This is an optimization exercise on Yosys and OpenROAD, whose aim is small area, not a production implementation.
The RTL was checked by simulation tests, not by an equivalence proof against the original design.
Power figures rest on the tool's default switching activity, not on a simulated workload.

===== design.v =====
module Compare #(parameter WIDTH = 30
                )
                (input  [WIDTH-1:0] tag_a_i
                ,input  [WIDTH-1:0] tag_b_i
                ,output             match_o
                );
   assign match_o = (tag_a_i == tag_b_i);
endmodule
module Select3 (input  [2:0] match_i
               ,input  [2:0] data_i
               ,output       data_n_o
               );
   assign data_n_o = ~|(match_i & data_i);
endmodule
module Select2 (input  [1:0] match_i
               ,input  [1:0] data_i
               ,output       data_n_o
               );
   assign data_n_o = ~|(match_i & data_i);
endmodule
module LRU #(parameter LENGTH = 32
            )
            (input clk
            ,input rst
            ,input access
            ,input  [LENGTH-1:0] sel_i
            ,output [LENGTH-1:0] victim_o
            );
   localparam W = $clog2(LENGTH);
   (* mem2reg *) reg [W-1:0] age [0:LENGTH-1];
   wire [LENGTH-1:0] sat;
   genvar g;
   generate
      for (g = 0; g < LENGTH; g = g + 1) begin : way
         wire [W-1:0] nxt;
         AgeNext #(.W(W)
                  ,.INIT(g)
                  )
                  upd (.age_i(age[g])
                      ,.rst(rst)
                      ,.access(access)
                      ,.sel_i(sel_i[g])
                      ,.age_o(nxt)
                      ,.sat_o(sat[g])
                      );
         always_ff @(posedge clk)
            age[g] <= nxt;
      end
   endgenerate
   reg [LENGTH-1:0] victim;
   reg              seen;
   always_comb begin
      seen = 1'b0;
      for (integer i = LENGTH-1; i >= 0; i = i - 1) begin
         victim[i] = sat[i] & ~seen;
         seen      = seen | sat[i];
      end
   end
   assign victim_o = victim;
endmodule
module AgeNext #(parameter W = 5
                ,parameter [W-1:0] INIT = 0
                )
                (input  [W-1:0] age_i
                ,input          rst
                ,input          access
                ,input          sel_i
                ,output [W-1:0] age_o
                ,output         sat_o
                );
   assign sat_o = &age_i;
   wire [W-1:0] t;
   assign t[0] = access & ~sat_o;
   genvar k;
   generate
      for (k = 1; k < W; k = k + 1) begin : carry
         assign t[k] = t[k-1] & age_i[k-1];
      end
   endgenerate
   wire clr = access & sel_i;
   assign age_o = rst ? INIT : (age_i ^ t) & {W{~clr}};
endmodule
module FullyAssociative #(parameter WIDTH = 32
                         ,parameter C = 128      
                         ,parameter B = 4        
                         ,parameter A = C/B      
                         )
                         (input clk
                         ,input rst
                         ,input [WIDTH-1:0] address_i
                         ,input [B*8-1:0] data_i
                         ,input wen_i
                         ,input ren_i
                         ,output reg hit_o
                         ,output [WIDTH-1:0] data_o
                         );
   localparam WIDTH_OFFSET = $clog2(B);
   localparam WIDTH_TAG    = WIDTH - WIDTH_OFFSET;
   localparam WIDTH_DATA   = B*8;
   wire [WIDTH_TAG-1:0] tag = address_i[WIDTH-1:WIDTH_OFFSET];
   (* mem2reg *) reg [WIDTH_TAG-1:0]  tags  [0:A-1];
   (* mem2reg *) reg [WIDTH_DATA-1:0] datas [0:A-1];
   wire [A-1:0] match;
   wire [WIDTH_DATA-1:0] rdata;
   wire [A-1:0] victim;
   wire [WIDTH_TAG-1:0]  tag_in  = rst ? {WIDTH_TAG{1'b0}}  : tag;
   wire [WIDTH_DATA-1:0] data_in = rst ? {WIDTH_DATA{1'b0}} : data_i;
   genvar g;
   generate
      for (g = 0; g < A; g = g + 1) begin : way
         Compare #(.WIDTH(WIDTH_TAG))
            cmp (.tag_a_i(tags[g])
                ,.tag_b_i(tag)
                ,.match_o(match[g])
                );
         wire we = rst | (wen_i & ~hit_o & victim[g]);
         always_ff @(posedge clk) begin
            if (we) begin
               tags[g]  <= tag_in;
               datas[g] <= data_in;
            end
         end
      end
   endgenerate
   reg [A-1:0] first;
   reg         seen;
   always_comb begin
      seen = 1'b0;
      for (integer i = 0; i < A; i = i + 1) begin
         first[i] = match[i] & ~seen;
         seen     = seen | match[i];
      end
      hit_o = seen;
   end
   localparam NSEL = (A + 2) / 3;
   genvar j, k;
   generate
      for (j = 0; j < WIDTH_DATA; j = j + 1) begin : rbit
         wire [NSEL-1:0] part_n;
         for (k = 0; k < A / 3; k = k + 1) begin : s3
            Select3 sel (.match_i(match[3*k+2:3*k])
                        ,.data_i({datas[3*k+2][j], datas[3*k+1][j], datas[3*k][j]})
                        ,.data_n_o(part_n[k])
                        );
         end
         if (A % 3 == 2) begin : s2
            Select2 sel (.match_i(match[A-1:A-2])
                        ,.data_i({datas[A-1][j], datas[A-2][j]})
                        ,.data_n_o(part_n[NSEL-1])
                        );
         end
         assign rdata[j] = ~&part_n;
      end
   endgenerate
   assign data_o = rdata;
   wire [A-1:0] hit_sel = {first[A-1:1], first[0] | ~hit_o};
   wire [A-1:0] lru_sel = ren_i ? hit_sel : victim;
   wire         lru_access = ren_i & hit_o | wen_i;
   LRU #(.LENGTH(A)
        )
        lru (.clk(clk)
            ,.rst(rst)
            ,.access(lru_access)
            ,.sel_i(lru_sel)
            ,.victim_o(victim)
            );
endmodule

===== flow/run.sh =====
#!/bin/bash
export CTS_ARGS="-sink_clustering_enable -repair_clock_nets -sink_clustering_size 18 -sink_clustering_max_diameter 50 -buf_list sky130_fd_sc_hd__clkbuf_8 -dont_use_dummy_load"
export BUFFER_PORTS_ARGS="-buffer_cell sky130_fd_sc_hd__buf_1"
bash standard.sh > standard.log 2>&1

===== standard.sh =====
#!/bin/bash
# synth_recipe.tcl (not shown) runs the flow's synth.tcl, then flattens the netlist and writes it again
# the make line also repeats each setting of config.mk as NAME=value (left out here)
make -C /OpenROAD-flow-scripts/flow DESIGN_CONFIG=/design/flow/config.mk WORK_HOME=/design/flow/orfs CLKGATE_MAP_FILE= SYNTH_SCRIPT=/design/flow/synth_recipe.tcl "${@:-finish}"

===== config.mk =====
export PLATFORM = sky130hd
export DESIGN_NAME = FullyAssociative
export DESIGN_NICKNAME = FullyAssociative
export VERILOG_FILES = /design/flow/design.v
export SDC_FILE = /design/flow/constraint.sdc
export NUM_CORES = 4
export LEC_CHECK = 0
export CAP_MARGIN = 10
export CORE_MARGIN = 2
export CORE_UTILIZATION = 60
export SLEW_MARGIN = 10
export SYNTH_HIERARCHICAL = 1

===== constraint.sdc =====
create_clock -name core_clock -period 12.0 [get_ports {clk}]
set_input_delay 2.4000 -clock core_clock [delete_from_list [all_inputs] [get_ports {clk}]]
set_output_delay 2.4000 -clock core_clock [all_outputs]
set_load 0.01 [all_outputs]

==> results of run 1 <==
==> sequential cells by signal (all words and copies together), names as in the netlist <==
| name | count |
|---|---|
| tags | 960 |
| lru.age | 160 |
| datas | 1024 |
==> cell type report <==
| class | instances | area, um^2 | share of cell area [%] |
|---|---|---|---|
| Antenna cell | 3 | 7.507 | 0.008302 |
| Clock buffer | 176 | 2422 | 2.679 |
| Inverter | 12 | 45.04 | 0.04981 |
| Multi-Input combinational cell | 2503 | 21520 | 23.79 |
| Sequential cell | 2144 | 62780 | 69.42 |
| Tap cell | 1794 | 2245 | 2.482 |
| Timing Repair Buffer | 229 | 1414 | 1.563 |
==> metal layers <==
layer	track usage [%]	part of all wire, %
met3	5.609	11
met4	7.411	2.3
met2	42.93	43
met5	0	0
met1	46.49	43
==> power groups by stage <==
| stage | clock [mW] | combinational [mW] | sequential [mW] |
|---|---|---|---|
| 6_report | 3.47 | 1.18 | 9.08 |
| 2_1_floorplan | 0 | 0.709 | 9.22 |
| 4_1_cts | 3.56 | 1.18 | 9.08 |
| 5_1_grt | 3.80 | 1.29 | 9.14 |
| 3_3_place_gp | 0 | 1.15 | 9.22 |
| 3_5_place_dp | 0 | 1.18 | 9.25 |
==> per-module statistics from Yosys, one instance, submodules excluded, excerpt <==
module            times used  cells  flops+latches
FullyAssociative           1   2336           1984
Select2                   32      1              0
Select3                  320      1              0
==> cell families (layout without fill, tap and decap cells) <==
family,Yosys count,in the layout,share of synthesized area (%)
DFF,2144,2144,75.07
xor gates and xnor gates,992,992,10.39
and+or+nand+nor,826,826,6.054
AOI/OAI and AO/OA,556,556,6.286
adders and majority gates,128,128,1.915
buffers and inverters,40,417,0.2678
muxes,1,1,0.01347
other,0,3,0
==> how the worst max path moves through the flow <==
| stage | start | end | slack [ns] | cells after the start |
|---|---|---|---|---|
| 2_1_floorplan | address_i[26] | lru.age[7][4]$_DFF_P_ | 0.43 | 16 |
| 5_1_grt | address_i[5] | data_o[17] | 2.76 | 12 |
| 4_1_cts | address_i[5] | data_o[19] | 2.87 | 12 |
| 6_report | address_i[5] | data_o[19] | 2.73 | 12 |
| 3_5_place_dp | address_i[5] | data_o[19] | 2.86 | 12 |
| 3_3_place_gp | address_i[5] | data_o[19] | 2.87 | 12 |
==> synth_stat cells (5+ instances only) <==
library cell / instances
ha_1: 128
clkbuf_1: 19
nor4_2: 34
o21a_1: 32
a41o_1: 32
and2_1: 60
inv_1: 11
a21o_1: 80
nand2_1: 73
a211oi_2: 5
nor2_1: 84
a22oi_2: 32
a21oi_1: 10
a222oi_1: 320
nor2b_1: 66
and3_1: 13
xnor2_1: 325
nor3_1: 5
a22o_1: 5
nand4_1: 193
and2_2: 13
o2bb2ai_1: 18
nand3b_1: 5
nor4_1: 164
nand3_1: 70
a21oi_2: 12
xor2_1: 667
dfxtp_1: 160
edfxtp_1: 1984
and3b_1: 14
==> metrics by stage <==
step	hold WS (ns)	setup WS (ns)	total power, mW	area [um^2]
2_1_floorplan	0.5289	0.4331	9.926	83620
3_3_place_gp	0.5441	2.872	10.37	87960
3_5_place_dp	0.5514	2.862	10.43	87960
4_1_cts	0.5667	2.868	13.82	90390
5_1_grt	0.5832	2.756	14.22	90420
6_report	0.5646	2.731	13.73	90430
==> worst max-delay path, delay by kind of cell <==
kind,cells,cell delay (ns)
xor gates and xnor gates,1,0.10
AOI/OAI and AO/OA,1,0.21
buffers and inverters,4,1.82
and+or+nand+nor,6,2.27
==> impl_metrics.csv, run 1 <==
group,metric,value,unit
logic_synthesis,synthArstFlopShare,0,%
worst_setup_path,r2r_end,"lru.age[14][4]$_DFF_P_",
logic_synthesis,synth_warnings,8,
clock_network,path_clk_slew,0.06,ns
clock_network,cts_root_buffer,"clkbuf_8",
clock_network,cts_htree_levels,4,
timing,relSlewSlack,18.06,%
die,dieArea,142400,um^2
detailed_routing,ant_nets,0,
detailed_routing,first_pass_iters,8,
finish,layout.nets,5262,
timing,min_period,9.269,ns
timing,clock_skew,0.08848,ns
finish,layout_common_cells,"1984 x edfxtp_1, 667 x xor2_1, 325 x xnor2_1, 320 x a222oi_1, 193 x nand4_1",
grt,overflow,0,
timing,rsz0062_at_grt,"false",
worst_setup_path,cp-end-kind,"output port",
worst_setup_path,crit_path_max_fanout,32,
grt,track_usage,29.61,%
logic_synthesis,yosys.area.top_type,"edfxtp_1",
detailed_routing,vias_per_cell,6.621,
pwr,clkPwrFrac,25.3,%
detailed_routing,initialDrtViolationCount,6674,
hold_path,min_to,"lru.age[11][4]$_DFF_P_",
logic_synthesis,yosysTopAreaCellShare,71.24,%
timing,post-route-period-util,77.24,%
clock_network,ctsResizeCount,0,
worst_setup_path,slowest_delay,0.65,ns
pwr,p_leak,30.98,nW
clock_network,cts-buffers-inserted,176,
logic_synthesis,yosys-top-cells-area,"edfxtp_1 71%, xor2_1 7.0%, a222oi_1 3.8%",
hold_path,holdCritPathClass,"reg -> reg",
logic_synthesis,synth-seq-cells,2144,
detailed_routing,wire_per_inst,30.79,um
die,rows,136,
worst_setup_path,critPathRequiredTime,9.60,ns
grt,grt_pass1_wl,300000,um
logic_synthesis,seq_area_frac_synth,75.07,%
pwr,combPwrFrac,8.6,%
grt,grt_max_degree,138,
grt,grt_pass1_vias,43130,
clock_network,holdBufCountCts,0,
worst_setup_path,reg2reg_from,"tags[20][14]$_DFFE_PP_",
timing,setup-tns-final,0,ns
worst_setup_path,cp.arrival,6.87,ns
logic_synthesis,synth_cell_type_count,57,
pwr,power_switching_share,23.11,%
timing,tightest_slew,1.224,ns
pwr,worst_ir_drop_vdd,0.1101,mV
die,die_x,377.3,um
logic_synthesis,synth_fp_nets,4883,
logic_synthesis,postSynthAreaPerCell,17.84,um^2
timing,fmax,0.1079,GHz
finish,mostFrequentLayoutCell,"edfxtp_1",
place,placed_cells,6681,
place,hpwl,116100,um
grt,antenna_found_initial,5,
clock_network,clock_path_buffers,3,
detailed_routing,drc,0,
worst_setup_path,start_kind,"input pin",
pwr,internal_power,10.56,mW
timing,maxSlewViolCount,0,
pwr,powerDensity,151.8,nW/um^2
die,num_io_pins,101,
flow_run,drv_cap,0,
clock_network,cts_tree,"done",
logic_synthesis,synth_ff_type,"edfxtp_1",
place,routabilityCongestion,0.7801,
hold_path,hp-start,"lru.age[11][4]$_DFF_P_",
die,core,137800,um^2
worst_setup_path,worst_r2r_path_depth,17,
die,initial_core_util,60.67,%
worst_setup_path,cpMostUsedCell,"nand4_1",
die,die_h,377.3,um
logic_synthesis,synth_edf_count,1984,
logic_synthesis,syn-instance-count,4687,
finish,fin_cells,6861,
clock_network,postCtsSetupBuffers,0,
finish,fin_util,65.61,%
worst_setup_path,slowest_stage,"nor4_4",
worst_setup_path,crit_path_cell_trace,"clkbuf_2, buf_4, xor2_1, nor4_1, nand4_1, nor4_4, buf_4, a222oi_1, nand4_1, nor2_1, nand4_1, buf_1",
finish,layout-drive-gt1-share,10.49,%
status,status,"finished clean",
pwr,p_switching,3.172,mW
detailed_routing,vias,45430,
clock_network,clock_latency,0.93,ns
timing,hold_viol,0,
place,numPortBuffers,98,
detailed_routing,postRouteWirelength,211300,um
hold_path,hold_depth,2,
finish,fillCellCount,9631,
pwr,power_frac_seq,66.1,%
logic_synthesis,syn_area,83620,um^2
worst_setup_path,crit_type,"in -> out",
finish,area_growth,8.138,%
timing,finalSetupViolCount,0,
clock_network,cts.sinks,2144,
worst_setup_path,reg2reg_slack,6.26,ns
==> run 2: changes to the inputs <==
==> flow/run.sh (replaced) <==
#!/bin/bash
export CTS_ARGS="-sink_clustering_enable -repair_clock_nets -sink_clustering_size 20 -sink_clustering_max_diameter 60 -buf_list sky130_fd_sc_hd__clkbuf_8 -dont_use_dummy_load"
export BUFFER_PORTS_ARGS="-buffer_cell sky130_fd_sc_hd__buf_1"
bash standard.sh > standard.log 2>&1
--- a/config.mk
+++ b/config.mk
@@ -7,6 +7,6 @@
 export LEC_CHECK = 0
 export CAP_MARGIN = 10
 export CORE_MARGIN = 2
-export CORE_UTILIZATION = 60
+export CORE_UTILIZATION = 70
 export SLEW_MARGIN = 10
 export SYNTH_HIERARCHICAL = 1
==> impl_metrics.csv, run 2 <==
group,metric,value,unit
timing,fmax,0.1073,GHz
worst_setup_path,crit_path_max_fanout,31,
logic_synthesis,synth_fp_nets,4883,
clock_network,cts_root_buffer,"clkbuf_8",
logic_synthesis,seq_area_frac_synth,75.07,%
die,num_io_pins,101,
worst_setup_path,crit_type,"in -> out",
timing,relSlewSlack,14.88,%
timing,hold_viol,0,
logic_synthesis,ys_top_cells_by_count,"1984 x edfxtp_1, 667 x xor2_1, 325 x xnor2_1",
die,die_h,349.6,um
clock_network,clock_path_buffers,3,
timing,tightest_slew,1.267,ns
worst_setup_path,slowest_stage,"nor4_4",
detailed_routing,vias,45880,
detailed_routing,initialDrtViolationCount,7986,
clock_network,cts_tree,"done",
logic_synthesis,yosysTopAreaCellShare,71.24,%
detailed_routing,first_pass_iters,8,
finish,layout-drive-gt1-share,9.992,%
worst_setup_path,critPathRequiredTime,9.60,ns
place,placed_cells,6437,
timing,clock_skew,0.09429,ns
die,core,118200,um^2
timing,finalSetupViolCount,0,
worst_setup_path,cp.arrival,6.92,ns
timing,rsz0062_at_grt,"false",
worst_setup_path,start_kind,"input pin",
worst_setup_path,cp-end-kind,"output port",
logic_synthesis,syn_area,83620,um^2
detailed_routing,postRouteWirelength,204100,um
pwr,powerDensity,149.7,nW/um^2
clock_network,ctsResizeCount,0,
clock_network,cts-buffers-inserted,143,
logic_synthesis,postSynthAreaPerCell,17.84,um^2
clock_network,holdBufCountCts,0,
logic_synthesis,synthAdderAreaFrac,1.915,%
status,status,"finished clean",
logic_synthesis,syn-instance-count,4687,
logic_synthesis,synth_warnings,8,
logic_synthesis,synth_edf_count,1984,
detailed_routing,vias_per_cell,6.967,
detailed_routing,drc,0,
grt,antenna_found_initial,5,
pwr,p_leak,30.75,nW
timing,setup-tns-final,0,ns
finish,fin_cells,6586,
timing,post-route-period-util,77.63,%
place,hpwl,111400,um
die,rows,126,
logic_synthesis,synthSimpleGateAreaFrac,6.054,%
pwr,worst_ir_drop_vdd,0.1280,mV
die,initial_core_util,70.72,%
grt,overflow,0,
timing,maxSlewViolCount,0,
clock_network,cts_htree_levels,4,
place,preCtsSetupSlack,2.864,ns
place,routabilityCongestion,0.7848,
place,numPortBuffers,98,
finish,top_register,"datas",
grt,track_usage,33.58,%
logic_synthesis,synth_compound_area_share,6.286,%
logic_synthesis,yosys.area.top_type,"edfxtp_1",
finish,area_growth,7.227,%
worst_setup_path,crit_path_cell_trace,"clkbuf_2, buf_4, xor2_1, nor4_1, nand4_1, nor4_4, buf_4, a222oi_1, nand4_1, nor2_1, nand4_1, buf_1",
die,dieArea,122200,um^2
clock_network,clock_latency,0.90,ns
hold_path,holdCritPathClass,"reg -> reg",
die,die_x,349.6,um
clock_network,postCtsSetupBuffers,0,
finish,largest_register_ffs,1024,
detailed_routing,wire_per_inst,30.99,um
detailed_routing,ant_nets,0,
finish,mostFrequentLayoutCell,"edfxtp_1",
logic_synthesis,synth-seq-cells,2144,
finish,layout_common_cells,"1984 x edfxtp_1, 667 x xor2_1, 325 x xnor2_1, 320 x a222oi_1, 193 x nand4_1",
logic_synthesis,synthXorXnorAreaFrac,10.39,%
grt,grt_max_degree,130,
logic_synthesis,synth_cell_type_count,57,
finish,reg.largest.list,"datas x1024, tags x960, lru.age x160",
timing,layout_setup_ws,2.684,ns
grt,grt_pass1_vias,44230,
finish,layout.nets,5242,
clock_network,path_clk_slew,0.05,ns
logic_synthesis,yosys-top-cells-area,"edfxtp_1 71%, xor2_1 7.0%, a222oi_1 3.8%",
worst_setup_path,cpMostUsedCell,"nand4_1",
grt,grt_pass1_wl,292300,um
logic_synthesis,synth_top_family_by_area,"XOR/XNOR gates",
logic_synthesis,yosysMostFrequentCell,"edfxtp_1",
timing,min_period,9.316,ns
logic_synthesis,synthArstFlopShare,0,%
clock_network,cts.sinks,2144,
logic_synthesis,synth_ff_type,"edfxtp_1",
worst_setup_path,slowest_delay,0.84,ns
flow_run,drv_cap,0,
logic_synthesis,synthMuxAreaShare,0.01347,%
## run 2: cell counts after synthesis
Identical to the previous run, type by type.
## run 2: final timing paths
path,from,end,slack (ns),depth (start not counted)
setup / recovery,address_i[2],data_o[2],2.68,12
hold / removal,lru.age[13][4]$_DFF_P_,lru.age[13][4]$_DFF_P_,0.56,2
hold reg to reg,lru.age[13][4]$_DFF_P_,lru.age[13][4]$_DFF_P_,0.56,2
setup reg to reg,tags[17][14]$_DFFE_PP_,lru.age[14][4]$_DFF_P_,6.28,17
## run 2: kinds of logic (layout without fill, tap and decap cells)
group           Yosys count  count (layout)
flops                  2144            2144
xor+xnor                992             992
simple gates            826             826
compound gates          556             556
fa+ha+maj               128             128
buf+inv                  40             397
mux                       1               1
other cells               0               6
## run 2: stage by stage
stage               instance area (um^2)  utilization, %  hold slack (ns)  total power [mW]
floorplan                          83620               -           0.5289             9.926
global placement                   87680           74.15           0.5452             10.35
detailed placement                 87680           74.15           0.5529             10.43
CTS                                89650           75.82           0.5610             13.46
global route                       89650           75.83           0.5860             13.85
finish                             89670           75.84           0.5625             13.43
## run 2: worst max-delay path: cells and delay by family
family	cells	cell delay, ns
XOR/XNOR	1	0.12
buffers and inverters	4	1.72
AND/OR/NAND/NOR	6	2.49
AO/OA/AOI/OAI	1	0.15
## run 2: layout make-up
cell class,count,area (um^2)
inverter,12,45.04
antenna,6,15.01
fill,6907,28570
multi-input combinational,2503,21430
sequential,2144,62780
clock buffer,143,1968
timing repair buffer,242,1504
tap,1536,1922
## run 2: power by group
group | leakage [nW] | switching (mW) | internal [mW]
Clock | 1.03 | 2.09 | 1.07
Sequential | 20.9 | 0.222 | 8.86
Combinational | 8.82 | 0.793 | 0.387
Total | 30.7 | 3.10 | 10.3
## run 2: per-layer routing
metal	vias up	share of wire, %	track usage, %	wire, um
li1	19490	-	-	-
met1	23120	39	49.73	80270
met2	2869	45	50.01	91050
met3	395	13	7.899	25970
met4	6	3.3	11.29	6773
met5	-	0.021	0	43
## run 2: per-module statistics from Yosys, one instance, submodules excluded, a selection
module            cell area [um^2]  times used
FullyAssociative             61860           1
Select2                      12.51          32
Select3                      10.01         320
==> run 3: changes to the inputs <==
==> flow/run.sh (replaced) <==
#!/bin/bash
export CTS_ARGS="-sink_clustering_enable -repair_clock_nets -sink_clustering_size 16 -sink_clustering_max_diameter 50 -buf_list sky130_fd_sc_hd__clkbuf_8 -dont_use_dummy_load"
bash standard.sh > standard.log 2>&1
--- a/config.mk
+++ b/config.mk
@@ -7,6 +7,6 @@
 export LEC_CHECK = 0
 export CAP_MARGIN = 10
 export CORE_MARGIN = 2
-export CORE_UTILIZATION = 70
+export CORE_UTILIZATION = 60
 export SLEW_MARGIN = 10
 export SYNTH_HIERARCHICAL = 1
==> impl_metrics.csv, run 3 <==
group,metric,value,unit
logic_synthesis,synth_ff_type,"edfxtp_1",
logic_synthesis,synth_warnings,8,
logic_synthesis,synth-seq-cells,2144,
clock_network,cts_htree_levels,4,
grt,grt_pass1_vias,43500,
logic_synthesis,yosysMostFrequentCell,"edfxtp_1",
clock_network,cts_root_buffer,"clkbuf_8",
detailed_routing,drc,0,
worst_setup_path,reg2reg_from,"tags[18][14]$_DFFE_PP_",
clock_network,clock_path_buffers,3,
logic_synthesis,synth_cell_type_count,57,
logic_synthesis,yosys-top-cells-area,"edfxtp_1 71%, xor2_1 7.0%, a222oi_1 3.8%",
worst_setup_path,start_kind,"input pin",
worst_setup_path,slowest_stage,"nor4_1",
worst_setup_path,critPathRequiredTime,9.60,ns
clock_network,path_clk_slew,0.07,ns
clock_network,ctsResizeCount,0,
finish,multi_input_comb_area,21520,um^2
worst_setup_path,worst_r2r_path_depth,17,
die,core,137800,um^2
clock_network,clock_latency,0.94,ns
detailed_routing,wire_per_inst,31.25,um
logic_synthesis,postSynthAreaPerCell,17.84,um^2
finish,top_register,"datas",
logic_synthesis,syn-instance-count,4687,
pwr,p_leak,31.24,nW
timing,relSlewSlack,15.29,%
detailed_routing,postRouteWirelength,214900,um
worst_setup_path,crit_path_cell_trace,"buf_2, xor2_1, nor4_1, nand4_1, nor4_4, buf_4, or3_1, nor4_4, and2_4, nand2_1, clkdlybuf4s50_1",
timing,post-route-period-util,80.97,%
timing,rsz0062_at_grt,"false",
worst_setup_path,critical_path_buf_inv_count,3,
status,status,"finished clean",
die,die_x,377.3,um
finish,mostFrequentLayoutCell,"edfxtp_1",
detailed_routing,ant_nets,0,
timing,setup-tns-final,0,ns
die,dieArea,142400,um^2
logic_synthesis,seq_area_frac_synth,75.07,%
place,numPortBuffers,98,
finish,fin_cells,6879,
worst_setup_path,cp-end-kind,"output port",
logic_synthesis,yosysTopAreaCellShare,71.24,%
timing,maxSlewViolCount,0,
logic_synthesis,syn_area,83620,um^2
place,placed_cells,6694,
place,placed_cell_area,88500,um^2
worst_setup_path,reg2reg_slack,5.56,ns
pwr,worst_ir_drop_vdd,0.1161,mV
place,hpwl,120600,um
hold_path,hp-start,"lru.age[13][4]$_DFF_P_",
detailed_routing,vias_per_cell,6.661,
hold_path,holdCritPathClass,"reg -> reg",
logic_synthesis,synth_fp_nets,4883,
pwr,powerDensity,151.6,nW/um^2
finish,fillCellCount,9597,
finish,reg.largest.list,"datas x1024, tags x960, lru.age x160",
worst_setup_path,slowest_delay,1.03,ns
worst_setup_path,cp.arrival,7.32,ns
timing,fmax,0.1029,GHz
finish,stdcell_area,91010,um^2
logic_synthesis,ys_top_cells_by_count,"1984 x edfxtp_1, 667 x xor2_1, 325 x xnor2_1",
worst_setup_path,cpMostUsedCell,"nor4_4",
die,initial_core_util,60.67,%
place,routabilityCongestion,0.8074,
logic_synthesis,synth_edf_count,1984,
clock_network,cts_tree,"done",
die,rows,136,
grt,track_usage,30.23,%
logic_synthesis,yosys.area.top_type,"edfxtp_1",
clock_network,postCtsSetupBuffers,0,
finish,layout-drive-gt1-share,10.75,%
grt,grt_max_degree,93,
grt,overflow,0,
detailed_routing,vias,45820,
timing,min_period,9.716,ns
timing,finalSetupViolCount,0,
pwr,p_total,13.80,mW
worst_setup_path,crit_path_max_fanout,35,
finish,regArea,62780,um^2
timing,hold_ws,0.5708,ns
clock_network,holdBufCountCts,0,
worst_setup_path,crit_type,"in -> out",
die,die_h,377.3,um
hold_path,min_to,"lru.age[13][4]$_DFF_P_",
hold_path,hold_depth,2,
logic_synthesis,synthArstFlopShare,0,%
clock_network,cts.sinks,2144,
timing,clock_skew,0.09696,ns
grt,antenna_found_initial,9,
finish,largest_register_ffs,1024,
worst_setup_path,critPathTopFamily,"simple AND/OR/NAND/NOR gates",
clock_network,cts-buffers-inserted,180,
worst_setup_path,r2r_end,"lru.age[6][4]$_DFF_P_",
timing,tightest_slew,1.259,ns
finish,layout_common_cells,"1984 x edfxtp_1, 667 x xor2_1, 325 x xnor2_1, 320 x a222oi_1, 193 x nand4_1",
detailed_routing,initialDrtViolationCount,6834,
finish,area_growth,8.835,%
finish,layout.nets,5278,
die,num_io_pins,101,
flow_run,drv_cap,0,
timing,hold_viol,0,
grt,grt_pass1_wl,305200,um
detailed_routing,first_pass_iters,6,
run 3: cell counts after synthesis:
Identical to the previous run, type by type.
run 3: layout make-up:
| class | count | area share, % |
|---|---|---|
| flip-flops and latches | 2144 | 68.98 |
| multi-input cells | 2503 | 23.65 |
| repair buffers | 241 | 2.120 |
| inverters | 12 | 0.04949 |
| well taps | 1794 | 2.466 |
| diodes | 5 | 0.01375 |
| clock buffers | 180 | 2.722 |
run 3: worst max-delay path by stage:
stage                        startpoint               endpoint  cells after the start
after CTS                 address_i[12]             data_o[12]                     12
after detailed placement  address_i[19]                  hit_o                     12
after floorplan           address_i[26]  lru.age[7][4]$_DFF_P_                     16
after global routing      address_i[16]                  hit_o                     12
final                     address_i[12]                  hit_o                     11
after global placement    address_i[19]                  hit_o                     12
run 3: Yosys stat by module, one instance, submodules excluded, a selection:
| module | area (um^2) | copies in the design | cells inside |
|---|---|---|---|
| FullyAssociative | 61860 | 1 | 2336 |
| Select3 | 10.01 | 320 | 1 |
| Select2 | 12.51 | 32 | 1 |
run 3: tightest hold or removal path, delay by kind of cell, from the launching register on:
kind / cells / cell delay (ns)
compound gates: 1 / 0.04
flops: 1 / 0.35
xor+xnor: 1 / 0.14
run 3: kinds of logic after synthesis:
| kind of cell | share of synthesized area, % |
|---|---|
| buffers and inverters | 0.2678 |
| and+or+nand+nor | 6.054 |
| xor gates and xnor gates | 10.39 |
| adders and majority gates | 1.915 |
| AOI/OAI and AO/OA | 6.286 |
| DFF | 75.07 |
| muxes | 0.01347 |
run 3: power by group:
part           internal, mW  switching [mW]
Combinational         0.391           0.802
Clock                  1.34            2.19
Sequential             8.87           0.213
run 3: per-stage QoR:
stage / util (%) / setup WS (ns)
6_report: 66.03 / 2.284
5_1_grt: 66.03 / 2.233
4_1_cts: 66.01 / 2.446
3_5_place_dp: 64.21 / 2.464
3_3_place_gp: 64.21 / 2.430
2_1_floorplan: - / 0.4331
run 3: routing by layer:
metal / GRT usage, % / share of wire [%] / vias to the layer above
met2: 44.18 / 43 / 2551
met3: 6.774 / 12 / 351
li1: - / - / 19590
met1: 46.07 / 42 / 23340
met5: 0 / 0 / -
met4: 8.377 / 2.8 / 0
==> run 4: changes to the inputs <==
--- a/design.v
+++ b/design.v
@@ -105,7 +105,7 @@
    wire [A-1:0] victim;
    wire [WIDTH_TAG-1:0]  tag_in  = rst ? {WIDTH_TAG{1'b0}}  : tag;
    wire [WIDTH_DATA-1:0] data_in = rst ? {WIDTH_DATA{1'b0}} : data_i;
-   genvar g;
+   genvar g, j, k;
    generate
       for (g = 0; g < A; g = g + 1) begin : way
          Compare #(.WIDTH(WIDTH_TAG))
@@ -113,12 +113,21 @@
                 ,.tag_b_i(tag)
                 ,.match_o(match[g])
                 );
-         wire we = rst | (wen_i & ~hit_o & victim[g]);
+         wire ld = rst | (wen_i & ~hit_o & victim[g]);
+         wire hd = ~ld;
+         wire [WIDTH_TAG-1:0]  tag_d;
+         wire [WIDTH_DATA-1:0] data_d;
+         for (j = 0; j < WIDTH_TAG; j = j + 1) begin : wt
+            WritePort #(.WIDTH(1))
+               wp (.q_i(tags[g][j]), .d_i(tag_in[j]), .hold_i(hd), .load_i(ld), .q_o(tag_d[j]));
+         end
+         for (j = 0; j < WIDTH_DATA; j = j + 1) begin : wd
+            WritePort #(.WIDTH(1))
+               wp (.q_i(datas[g][j]), .d_i(data_in[j]), .hold_i(hd), .load_i(ld), .q_o(data_d[j]));
+         end
          always_ff @(posedge clk) begin
-            if (we) begin
-               tags[g]  <= tag_in;
-               datas[g] <= data_in;
-            end
+            tags[g]  <= tag_d;
+            datas[g] <= data_d;
          end
       end
    endgenerate
@@ -133,7 +142,6 @@
       hit_o = seen;
    end
    localparam NSEL = (A + 2) / 3;
-   genvar j, k;
    generate
       for (j = 0; j < WIDTH_DATA; j = j + 1) begin : rbit
          wire [NSEL-1:0] part_n;
@@ -165,3 +173,13 @@
             ,.victim_o(victim)
             );
 endmodule
+module WritePort #(parameter WIDTH = 32
+                  )
+                  (input  [WIDTH-1:0] q_i
+                  ,input  [WIDTH-1:0] d_i
+                  ,input              hold_i
+                  ,input              load_i
+                  ,output [WIDTH-1:0] q_o
+                  );
+   assign q_o = (q_i & {WIDTH{hold_i}}) | (d_i & {WIDTH{load_i}});
+endmodule
==> flow/run.sh (replaced) <==
#!/bin/bash
export CTS_ARGS="-sink_clustering_enable -repair_clock_nets -sink_clustering_size 18 -sink_clustering_max_diameter 50 -buf_list sky130_fd_sc_hd__clkbuf_8 -dont_use_dummy_load"
export BUFFER_PORTS_ARGS="-buffer_cell sky130_fd_sc_hd__buf_1"
bash standard.sh > standard.log 2>&1
==> impl_metrics.csv, run 4 <==
group,metric,value,unit
logic_synthesis,synth_edf_count,0,
grt,grt_max_degree,119,
worst_setup_path,slowest_stage,"buf_4",
timing,finalSetupViolCount,0,
logic_synthesis,syn_area,81670,um^2
logic_synthesis,yosysTopAreaCellShare,52.56,%
grt,grt_pass1_wl,400500,um
detailed_routing,drc,0,
worst_setup_path,worst_r2r_path_depth,12,
worst_setup_path,crit_type,"in -> out",
logic_synthesis,postSynthAreaPerCell,12.16,um^2
grt,antenna_found_initial,2,
finish,area_growth,8.938,%
timing,min_period,9.158,ns
timing,clock_skew,0.09759,ns
clock_network,clock_latency,0.98,ns
place,hpwl,145200,um
worst_setup_path,r2r_end,"datas[13][30]$_DFF_P_",
clock_network,postCtsSetupBuffers,0,
flow_run,drv_cap,0,
grt,grt_pass1_vias,61240,
worst_setup_path,start_kind,"input pin",
die,die_x,372.9,um
timing,rsz0062_at_grt,"false",
worst_setup_path,slowest_delay,0.68,ns
detailed_routing,initialDrtViolationCount,9344,
logic_synthesis,synth-seq-cells,2144,
timing,hold_ws,0.4871,ns
detailed_routing,postRouteWirelength,274000,um
finish,stdcell_area,88970,um^2
timing,relSlewSlack,11.63,%
clock_network,cts_root_buffer,"clkbuf_8",
detailed_routing,vias,64470,
timing,setup-tns-final,0,ns
timing,post-route-period-util,76.31,%
finish,layout-drive-gt1-share,8.887,%
logic_synthesis,yosys-top-cells-area,"dfxtp_1 53%, a22o_1 21%, xor2_1 7.2%",
die,dieArea,139100,um^2
place,placed_cells,8735,
grt,overflow,0,
worst_setup_path,crit_path_cell_trace,"clkbuf_2, buf_4, xor2_1, nor4_1, nand4_1, nor4_4, buf_4, nor4_2, nand2_1, and4bb_4, nand2_1, buf_1",
pwr,powerDensity,155.8,nW/um^2
logic_synthesis,yosysMostFrequentCell,"dfxtp_1",
timing,tightest_slew,1.323,ns
worst_setup_path,reg2reg_from,"tags[26][9]$_DFF_P_",
finish,largest_register_ffs,1024,
clock_network,path_clk_slew,0.07,ns
detailed_routing,ant_nets,0,
finish,fin_cells,8919,
finish,mostFrequentLayoutCell,"dfxtp_1",
finish,fillCellCount,10710,
finish,layout.nets,7332,
place,numPortBuffers,98,
clock_network,cts_htree_levels,4,
detailed_routing,first_pass_iters,13,
die,die_h,372.9,um
finish,layout_common_cells,"2144 x dfxtp_1, 1988 x a22o_1, 667 x xor2_1, 325 x xnor2_1, 320 x a222oi_1",
logic_synthesis,synthArstFlopShare,0,%
grt,grtUsageMet1,52.07,%
clock_network,cts.sinks,2144,
worst_setup_path,reg2reg_slack,6.24,ns
grt,busiest_layer,"met2",
timing,hold_viol,0,
logic_synthesis,syn-instance-count,6718,
grt,met2_usage,57.17,%
hold_path,min_to,"datas[27][18]$_DFF_P_",
worst_setup_path,crit_path_max_fanout,36,
finish,reg.largest.list,"datas x1024, tags x960, lru.age x160",
finish,top_register,"datas",
detailed_routing,vias_per_cell,7.228,
pwr,worst_ir_drop_vdd,0.1126,mV
worst_setup_path,cp.arrival,6.76,ns
grt,grtUsageMet3,8.263,%
logic_synthesis,synth_warnings,8,
die,core,135300,um^2
grt,track_usage,37.71,%
timing,maxSlewViolCount,0,
logic_synthesis,synth_ff_type,"dfxtp_1",
timing,fmax,0.1092,GHz
logic_synthesis,seq_area_frac_synth,52.56,%
status,status,"finished clean",
die,rows,135,
hold_path,holdCritPathClass,"reg -> reg",
logic_synthesis,ys_top_cells_by_count,"2144 x dfxtp_1, 1988 x a22o_1, 667 x xor2_1",
clock_network,cts_tree,"done",
place,routabilityCongestion,0.8259,
worst_setup_path,critPathRequiredTime,9.60,ns
clock_network,holdBufCountCts,0,
clock_network,ctsResizeCount,0,
logic_synthesis,synth_fp_nets,6914,
logic_synthesis,synth_cell_type_count,58,
hold_path,hold_depth,1,
hold_path,hp-start,"datas[27][18]$_DFF_P_",
die,num_io_pins,101,
pwr,p_leak,35.88,nW
clock_network,cts-buffers-inserted,180,
clock_network,clock_path_buffers,3,
detailed_routing,wire_per_inst,30.72,um
logic_synthesis,yosys.area.top_type,"dfxtp_1",
die,initial_core_util,60.36,%
worst_setup_path,cp-end-kind,"output port",
place,placed_cell_area,86410,um^2
## run 4: cell families (layout without fill, tap and decap cells)
kind of cell	count (synthesis)	count (layout)	share of synthesized area, %
mux	1	1	0.01379
other cells	0	4	0
fa+ha+maj	128	128	1.961
compound gates	2572	2572	28.27
flops	2144	2144	52.56
xor+xnor	992	992	10.64
buf+inv	54	470	0.3738
simple gates	827	827	6.185
## run 4: routing by layer
layer	vias to the layer above	routed length, um
met3	711	28140
li1	27870	-
met1	32170	115200
met5	-	176
met4	4	11650
met2	3718	118800
## run 4: worst max-delay path: cells and delay by family
family                 cells  cell delay [ns]
XOR/XNOR                   1             0.13
buffers and inverters      4             1.93
AND/OR/NAND/NOR            7             2.21
## run 4: stage by stage
stage	util (%)	setup WS [ns]	power, mW
6_report	65.76	2.842	13.86
3_3_place_gp	63.87	3.143	10.25
3_5_place_dp	63.87	3.109	10.33
5_1_grt	65.75	2.817	14.34
2_1_floorplan	-	0.3568	9.612
4_1_cts	65.70	3.104	13.82
## run 4: power by group
part           total (mW)  internal (mW)  switching [mW]
logic                2.04          0.876            1.17
registers            8.20           7.79           0.410
clock network        3.62           1.34            2.28
## run 4: Yosys stat by module (local to each module, per instance), excerpt
| module | cell area (um^2) | cells | copies in the design | flops+latches |
|---|---|---|---|---|
| Select2 | 12.51 | 1 | 32 | 0 |
| Select3 | 10.01 | 1 | 320 | 0 |
| FullyAssociative | 42530 | 2383 | 1 | 1984 |
## run 4: area by class of cell
cell class / count / area [um^2] / share of cell area (%)
antenna: 4 / 10.01 / 0.01125
clock buffer: 180 / 2477 / 2.785
inverter: 12 / 45.04 / 0.05063
multi-input combinational: 4520 / 39510 / 44.41
sequential: 2144 / 42920 / 48.24
tap: 1781 / 2228 / 2.505
timing repair buffer: 278 / 1777 / 1.997
## run 4: worst max-delay path by stage
stage | from | to | slack [ns]
floorplan | address_i[26] | lru.age[7][4]$_DFF_P_ | 0.36
global placement | address_i[23] | hit_o | 3.14
detailed placement | address_i[23] | hit_o | 3.11
CTS | address_i[23] | hit_o | 3.10
global route | address_i[23] | hit_o | 2.82
finish | address_i[23] | hit_o | 2.84
==> run 5: changes to the inputs <==
--- a/config.mk
+++ b/config.mk
@@ -7,6 +7,6 @@
 export LEC_CHECK = 0
 export CAP_MARGIN = 10
 export CORE_MARGIN = 2
-export CORE_UTILIZATION = 60
+export CORE_UTILIZATION = 70
 export SLEW_MARGIN = 10
 export SYNTH_HIERARCHICAL = 1
==> impl_metrics.csv, run 5 <==
group,metric,value,unit
status,status,"finished clean",
clock_network,cts.sinks,2144,
detailed_routing,wire_per_inst,31.03,um
logic_synthesis,yosysTopAreaCellShare,52.56,%
worst_setup_path,worstSetupStartpoint,"address_i[14]",
timing,relSlewSlack,7.960,%
clock_network,cts-buffers-inserted,160,
logic_synthesis,yosysMostFrequentCell,"dfxtp_1",
clock_network,cts_htree_levels,4,
logic_synthesis,synth-seq-cells,2144,
die,num_io_pins,101,
die,initial_core_util,70.47,%
die,die_x,345.6,um
logic_synthesis,synth_fp_nets,6914,
finish,mostFrequentLayoutCell,"dfxtp_1",
grt,antenna_found_initial,1,
worst_setup_path,reg2reg_from,"tags[28][26]$_DFF_P_",
flow_run,drv_cap,0,
logic_synthesis,synth_ff_type,"dfxtp_1",
logic_synthesis,synth_warnings,8,
hold_path,holdCritPathClass,"reg -> reg",
logic_synthesis,ys_top_cells_by_count,"2144 x dfxtp_1, 1988 x a22o_1, 667 x xor2_1",
finish,stdcell_area,88320,um^2
detailed_routing,initialDrtViolationCount,11140,
grt,grt_max_degree,118,
logic_synthesis,postSynthAreaPerCell,12.16,um^2
worst_setup_path,cpMostUsedCell,"buf_4",
worst_setup_path,crit_type,"in -> out",
finish,largest_register_ffs,1024,
finish,fin_util,76.21,%
finish,area_growth,8.146,%
detailed_routing,postRouteWirelength,267900,um
detailed_routing,vias,65820,
finish,layout_common_cells,"2144 x dfxtp_1, 1988 x a22o_1, 667 x xor2_1, 325 x xnor2_1, 320 x a222oi_1",
timing,layout_setup_ws,2.155,ns
detailed_routing,drc,0,
clock_network,path_clk_slew,0.05,ns
clock_network,clock_path_buffers,3,
finish,top_register,"datas",
worst_setup_path,slowest_delay,1.13,ns
finish,layout-drive-gt1-share,8.554,%
timing,tightest_slew,1.370,ns
logic_synthesis,synthArstFlopShare,0,%
grt,grt_pass1_vias,63000,
logic_synthesis,syn_area,81670,um^2
timing,finalSetupViolCount,0,
worst_setup_path,critPathRequiredTime,9.60,ns
pwr,worst_ir_drop_vdd,0.1329,mV
place,hpwl,141800,um
finish,layout.nets,7306,
die,die_h,345.6,um
clock_network,clock_latency,0.91,ns
timing,post-route-period-util,82.04,%
place,numPortBuffers,98,
detailed_routing,ant_nets,0,
timing,rsz0062_at_grt,"false",
die,rows,125,
clock_network,cts_tree,"done",
grt,met2_usage,63.81,%
die,dieArea,119400,um^2
logic_synthesis,yosys.area.top_type,"dfxtp_1",
timing,min_period,9.845,ns
pwr,powerDensity,154.7,nW/um^2
grt,track_usage,42.65,%
logic_synthesis,seq_area_frac_synth,52.56,%
logic_synthesis,yosys-top-cells-area,"dfxtp_1 53%, a22o_1 21%, xor2_1 7.2%",
timing,clock_skew,0.08173,ns
worst_setup_path,crit_path_max_fanout,38,
grt,grtUsageMet1,58.06,%
detailed_routing,first_pass_iters,12,
worst_setup_path,cp-end-kind,"output port",
grt,overflow,0,
place,routabilityCongestion,0.8304,
timing,hold_viol,0,
clock_network,postCtsSetupBuffers,0,
logic_synthesis,syn-instance-count,6718,
worst_setup_path,crit_path_cell_trace,"clkbuf_2, buf_4, xor2_1, nor4_1, nand4_1, nor4_4, buf_4, nor3_1, nor3b_1, and4bb_4, nand2_1, buf_1",
finish,fillCellCount,7989,
grt,grt_pass1_wl,393500,um
clock_network,cts_root_buffer,"clkbuf_8",
worst_setup_path,cp.arrival,7.45,ns
pwr,p_leak,35.71,nW
die,core,115900,um^2
grt,busiest_layer,"met2",
place,placed_cell_area,86040,um^2
timing,setup-tns-final,0,ns
grt,grtUsageMet3,10.21,%
logic_synthesis,synth_edf_count,0,
clock_network,ctsResizeCount,0,
clock_network,holdBufCountCts,0,
finish,reg.largest.list,"datas x1024, tags x960, lru.age x160",
place,preCtsSetupSlack,2.394,ns
worst_setup_path,reg2reg_slack,5.49,ns
worst_setup_path,start_kind,"input pin",
detailed_routing,vias_per_cell,7.624,
timing,fmax,0.1016,GHz
hold_path,hp-start,"datas[7][28]$_DFF_P_",
timing,maxSlewViolCount,0,
logic_synthesis,synth_cell_type_count,58,
worst_setup_path,slowest_stage,"nor3_1",
run 5: cell counts after synthesis:
No cell type changed its count.
run 5: through the flow:
| stage | hold slack, ns | cells | total power, mW |
|---|---|---|---|
| after floorplan | 0.4545 | 6718 | 9.612 |
| after global routing | 0.5013 | 8633 | 14.08 |
| after detailed placement | 0.4694 | 8472 | 10.33 |
| final | 0.4875 | 8634 | 13.67 |
| after global placement | 0.4642 | 8472 | 10.22 |
| after CTS | 0.4847 | 8632 | 13.58 |
run 5: cells by family (layout without fill, tap and decap cells):
family	after synthesis	after routing	share of synthesized area (%)
adders and majority gates	128	128	1.961
other	0	2	0
DFF	2144	2144	52.56
AOI/OAI and AO/OA	2572	2572	28.27
xor gates and xnor gates	992	992	10.64
and+or+nand+nor	827	827	6.185
muxes	1	1	0.01379
buffers and inverters	54	444	0.3738
run 5: cell type report:
type                            instances  area [um^2]  share of cell area, %
Sequential cell                      2144        42920                  48.60
Multi-Input combinational cell       4520        39510                  44.73
Clock buffer                          160         2202                  2.493
Tap cell                             1524         1907                  2.159
Timing Repair Buffer                  272         1732                  1.961
Inverter                               12        45.04                0.05100
Antenna cell                            2        5.005               0.005667
run 5: worst max-delay path, delay by kind of cell:
family / cells / cell delay [ns]
simple gates: 7 / 2.98
buf+inv: 4 / 1.82
xor+xnor: 1 / 0.18
run 5: routing by layer:
layer	share of wire (%)	vias up
met3	12	872
met5	0	-
li1	-	27830
met2	43	4550
met4	5.1	0
met1	40	32570
run 5: where the power goes:
group | leakage [nW] | switching, mW | total, mW | internal (mW)
registers | 17.8 | 0.421 | 8.21 | 7.79
logic | 16.8 | 1.17 | 2.05 | 0.878
clock network | 1.15 | 2.21 | 3.41 | 1.20
run 5: final timing paths:
check	cells after the start	to
hold reg to reg	1	datas[7][28]$_DFF_P_
setup reg to reg	12	tags[13][3]$_DFF_P_
setup / recovery	12	hit_o
hold / removal	1	datas[7][28]$_DFF_P_
run 5: Yosys stat by module (local to each module, per instance), excerpt:
module / cells inside / flops+latches
FullyAssociative: 2383 / 1984
Select2: 1 / 0
Select3: 1 / 0
==> run 6: changes to the inputs <==
--- a/config.mk
+++ b/config.mk
@@ -5,8 +5,8 @@
 export SDC_FILE = /design/flow/constraint.sdc
 export NUM_CORES = 4
 export LEC_CHECK = 0
-export CAP_MARGIN = 10
+export CAP_MARGIN = 5
 export CORE_MARGIN = 2
-export CORE_UTILIZATION = 70
-export SLEW_MARGIN = 10
+export CORE_UTILIZATION = 75
+export SLEW_MARGIN = 5
 export SYNTH_HIERARCHICAL = 1
==> impl_metrics.csv, run 6 <==
group,metric,value,unit
status,status,"failed layout checks",
status,so_faults,"capacitance limit, slew limit",
logic_synthesis,seq_area_frac_synth,52.56,%
die,initial_core_util,75.34,%
pwr,clkPwrFrac,24.7,%
grt,overflow,0,
finish,stdcell_area,88090,um^2
finish,fillCellCount,6688,
clock_network,postCtsSetupBuffers,0,
detailed_routing,vias_per_cell,7.804,
worst_setup_path,reg2reg_slack,5.45,ns
grt,antenna_found_initial,4,
clock_network,clock_latency,0.93,ns
place,routabilityCongestion,0.8431,
logic_synthesis,synth_fp_nets,6914,
clock_network,cts_tree,"done",
detailed_routing,drc,0,
worst_setup_path,crit_path_max_fanout,33,
grt,track_usage,45.30,%
finish,layout-drive-gt1-share,8.541,%
logic_synthesis,synth_edf_count,0,
pwr,power_frac_seq,60.2,%
logic_synthesis,ys_top_cells_by_count,"2144 x dfxtp_1, 1988 x a22o_1, 667 x xor2_1",
timing,fmax,0.1057,GHz
pwr,combPwrFrac,15.1,%
detailed_routing,postRouteWirelength,265400,um
clock_network,path_clk_slew,0.07,ns
detailed_routing,first_pass_iters,14,
worst_setup_path,crit_type,"in -> out",
timing,maxSlewViolCount,58,
pwr,power_switching_share,27.85,%
die,die_h,334.0,um
place,hpwl,141400,um
timing,tightest_slew,1.536,ns
die,num_io_pins,101,
pwr,powerDensity,154.8,nW/um^2
place,numPortBuffers,98,
worst_setup_path,start_kind,"input pin",
worst_setup_path,critPathRequiredTime,9.60,ns
hold_path,holdCritPathClass,"reg -> reg",
timing,relSlewSlack,-2.736,%
timing,min_period,9.458,ns
logic_synthesis,postSynthAreaPerCell,12.16,um^2
die,dieArea,111500,um^2
pwr,worst_ir_drop_vdd,0.1405,mV
logic_synthesis,yosys.area.top_type,"dfxtp_1",
worst_setup_path,cp.arrival,7.06,ns
die,core,108400,um^2
logic_synthesis,syn-instance-count,6718,
die,rows,121,
logic_synthesis,syn_area,81670,um^2
clock_network,cts_root_buffer,"clkbuf_8",
pwr,p_switching,3.797,mW
clock_network,cts-buffers-inserted,157,
logic_synthesis,synth_warnings,8,
flow_run,drv_cap,2,
pwr,internal_power,9.838,mW
clock_network,holdBufCountCts,0,
finish,largest_register_ffs,1024,
detailed_routing,wire_per_inst,31.12,um
timing,rsz0062_at_grt,"false",
hold_path,hold_depth,1,
logic_synthesis,yosysTopAreaCellShare,52.56,%
timing,finalSetupViolCount,0,
timing,clock_skew,0.07417,ns
logic_synthesis,synth_cell_type_count,58,
place,placed_cell_area,85860,um^2
timing,setup-tns-final,0,ns
logic_synthesis,synthArstFlopShare,0,%
detailed_routing,ant_nets,0,
worst_setup_path,cp-end-kind,"output port",
finish,mostFrequentLayoutCell,"dfxtp_1",
grt,grt_max_degree,77,
finish,layout.nets,7305,
worst_setup_path,worst_r2r_path_depth,11,
die,die_x,334.0,um
detailed_routing,initialDrtViolationCount,11480,
clock_network,clock_path_buffers,3,
finish,top_register,"datas",
logic_synthesis,yosysMostFrequentCell,"dfxtp_1",
timing,post-route-period-util,78.82,%
logic_synthesis,yosys-top-cells-area,"dfxtp_1 53%, a22o_1 21%, xor2_1 7.2%",
grt,grt_pass1_wl,389600,um
detailed_routing,vias,66560,
finish,layout_common_cells,"2144 x dfxtp_1, 1988 x a22o_1, 667 x xor2_1, 325 x xnor2_1, 320 x a222oi_1",
finish,reg.largest.list,"datas x1024, tags x960, lru.age x160",
grt,grt_pass1_vias,63980,
timing,hold_viol,0,
logic_synthesis,synth_ff_type,"dfxtp_1",
clock_network,cts.sinks,2144,
clock_network,ctsResizeCount,0,
clock_network,cts_htree_levels,4,
logic_synthesis,synth-seq-cells,2144,
pwr,p_leak,35.62,nW
finish,area_growth,7.869,%
-- run 6: cell count changes in the layout (fill, tap and decap cells not counted), sizes merged --
cell / before / now
diode: 2 / 8
clkbuf: 192 / 189
buf: 240 / 242
-- run 6: power by group through the flow --
stage	Clock (mW)	Sequential, mW	Combinational (mW)
after floorplan	0	8.25	1.36
after global placement	0	8.31	1.89
after detailed placement	0	8.35	1.97
after CTS	3.35	8.19	1.98
after global routing	3.60	8.27	2.15
final	3.37	8.22	2.05
-- run 6: metrics by stage --
step | std cells | hold WS [ns] | worst slack [ns] | total power, mW | utilization [%]
detailed placement | 8361 | 0.4690 | 2.971 | 10.32 | 79.20
CTS | 8518 | 0.4846 | 2.961 | 13.52 | 81.20
floorplan | 6718 | 0.4545 | 0.3568 | 9.612 | -
global route | 8527 | 0.4991 | 2.755 | 14.02 | 81.26
finish | 8529 | 0.4881 | 2.542 | 13.64 | 81.27
global placement | 8361 | 0.4643 | 2.930 | 10.20 | 79.20
-- run 6: layout make-up --
class / instances / area [um^2] / area share, %
multi-input cells: 4520 / 39410 / 44.73
inverters: 12 / 45.04 / 0.05113
flip-flops and latches: 2144 / 42920 / 48.72
clock buffers: 157 / 2161 / 2.453
well taps: 1414 / 1769 / 2.008
diodes: 8 / 20.02 / 0.02273
repair buffers: 274 / 1769 / 2.008
-- run 6: final timing paths --
| kind | from | endpoint |
|---|---|---|
| worst min register to register | datas[25][18]$_DFF_P_ | datas[25][18]$_DFF_P_ |
| worst max register to register | tags[9][19]$_DFF_P_ | tags[8][9]$_DFF_P_ |
| worst max-delay path | address_i[18] | data_o[10] |
| worst min-delay path | datas[25][18]$_DFF_P_ | datas[25][18]$_DFF_P_ |
-- run 6: Yosys stat by module, one instance, submodules excluded, a selection --
module,flops+latches,copies in the design
FullyAssociative,1984,1
Select2,0,32
Select3,0,320
-- run 6: cell families (layout without fill, tap and decap cells) --
logic type,count (synthesis),in the layout,synth area share [%]
compound gates,2572,2572,28.27
flops,2144,2144,52.56
xor+xnor,992,992,10.64
simple gates,827,827,6.185
fa+ha+maj,128,128,1.961
buf+inv,54,443,0.3738
mux,1,1,0.01379
other cells,0,8,0
-- run 6: worst max-delay path: stages --
cell and delay (ns):
clkbuf_2 0.08, buf_4 0.61, xor2_1 0.14, nor4_1 0.41
nand4_1 0.58, nor4_4 1.11, buf_4 0.57, a222oi_1 0.21
nand4_1 0.30, nor2_1 0.10, nand4_1 0.29, buf_1 0.20
-- run 6: layer usage --
layer  GRT usage (%)  vias up  wire, um
li1                -    27820         -
met1           58.50    32730    100200
met2           67.51     4920    113400
met3           14.18     1081     36360
met4           25.14        4     15330
met5          0.7382        -        41

==> afterwards: timing with drivers on the ports <==
In the flow no input, the clock included, has a driving cell. The finished layouts below were timed again as built, in two steps.
Step 1 (the two cells are an assumption about what drives the block):
set clk [get_ports {clk}]
set_driving_cell -lib_cell sky130_fd_sc_hd__clkbuf_16 $clk
set_driving_cell -lib_cell sky130_fd_sc_hd__buf_2 [delete_from_list [all_inputs] $clk]
Step 2, shift: input delay + t, output delay - t, t = (earliest + latest rising clock arrival at the registers) / 2. This alone moves slack from input paths to output paths.
Slacks: no drivers / after step 1 / after step 2; pairs: no drivers / after step 1.
run | t, ns | setup WS [ns] | worst register clock-pin slew, ns | cell pins on the clock port's net
run 1 | 0.967 | 2.731 / 2.709 / 2.709 | 0.11 / 0.11 | 1
run 2 | 0.923 | 2.684 / 2.656 / 2.656 | 0.12 / 0.12 | 1
run 3 | 0.968 | 2.284 / 2.259 / 2.259 | 0.10 / 0.10 | 1
run 4 | 1.006 | 2.842 / 2.819 / 2.819 | 0.12 / 0.12 | 1
run 5 | 0.957 | 2.155 / 2.127 / 2.127 | 0.12 / 0.12 | 1
run 6 | 0.970 | 2.542 / 2.508 / 2.508 | 0.11 / 0.11 | 1
The setup slack of run 6, which loses most, moves by -0.034 ns with the drivers and by -0.034 ns with both steps.
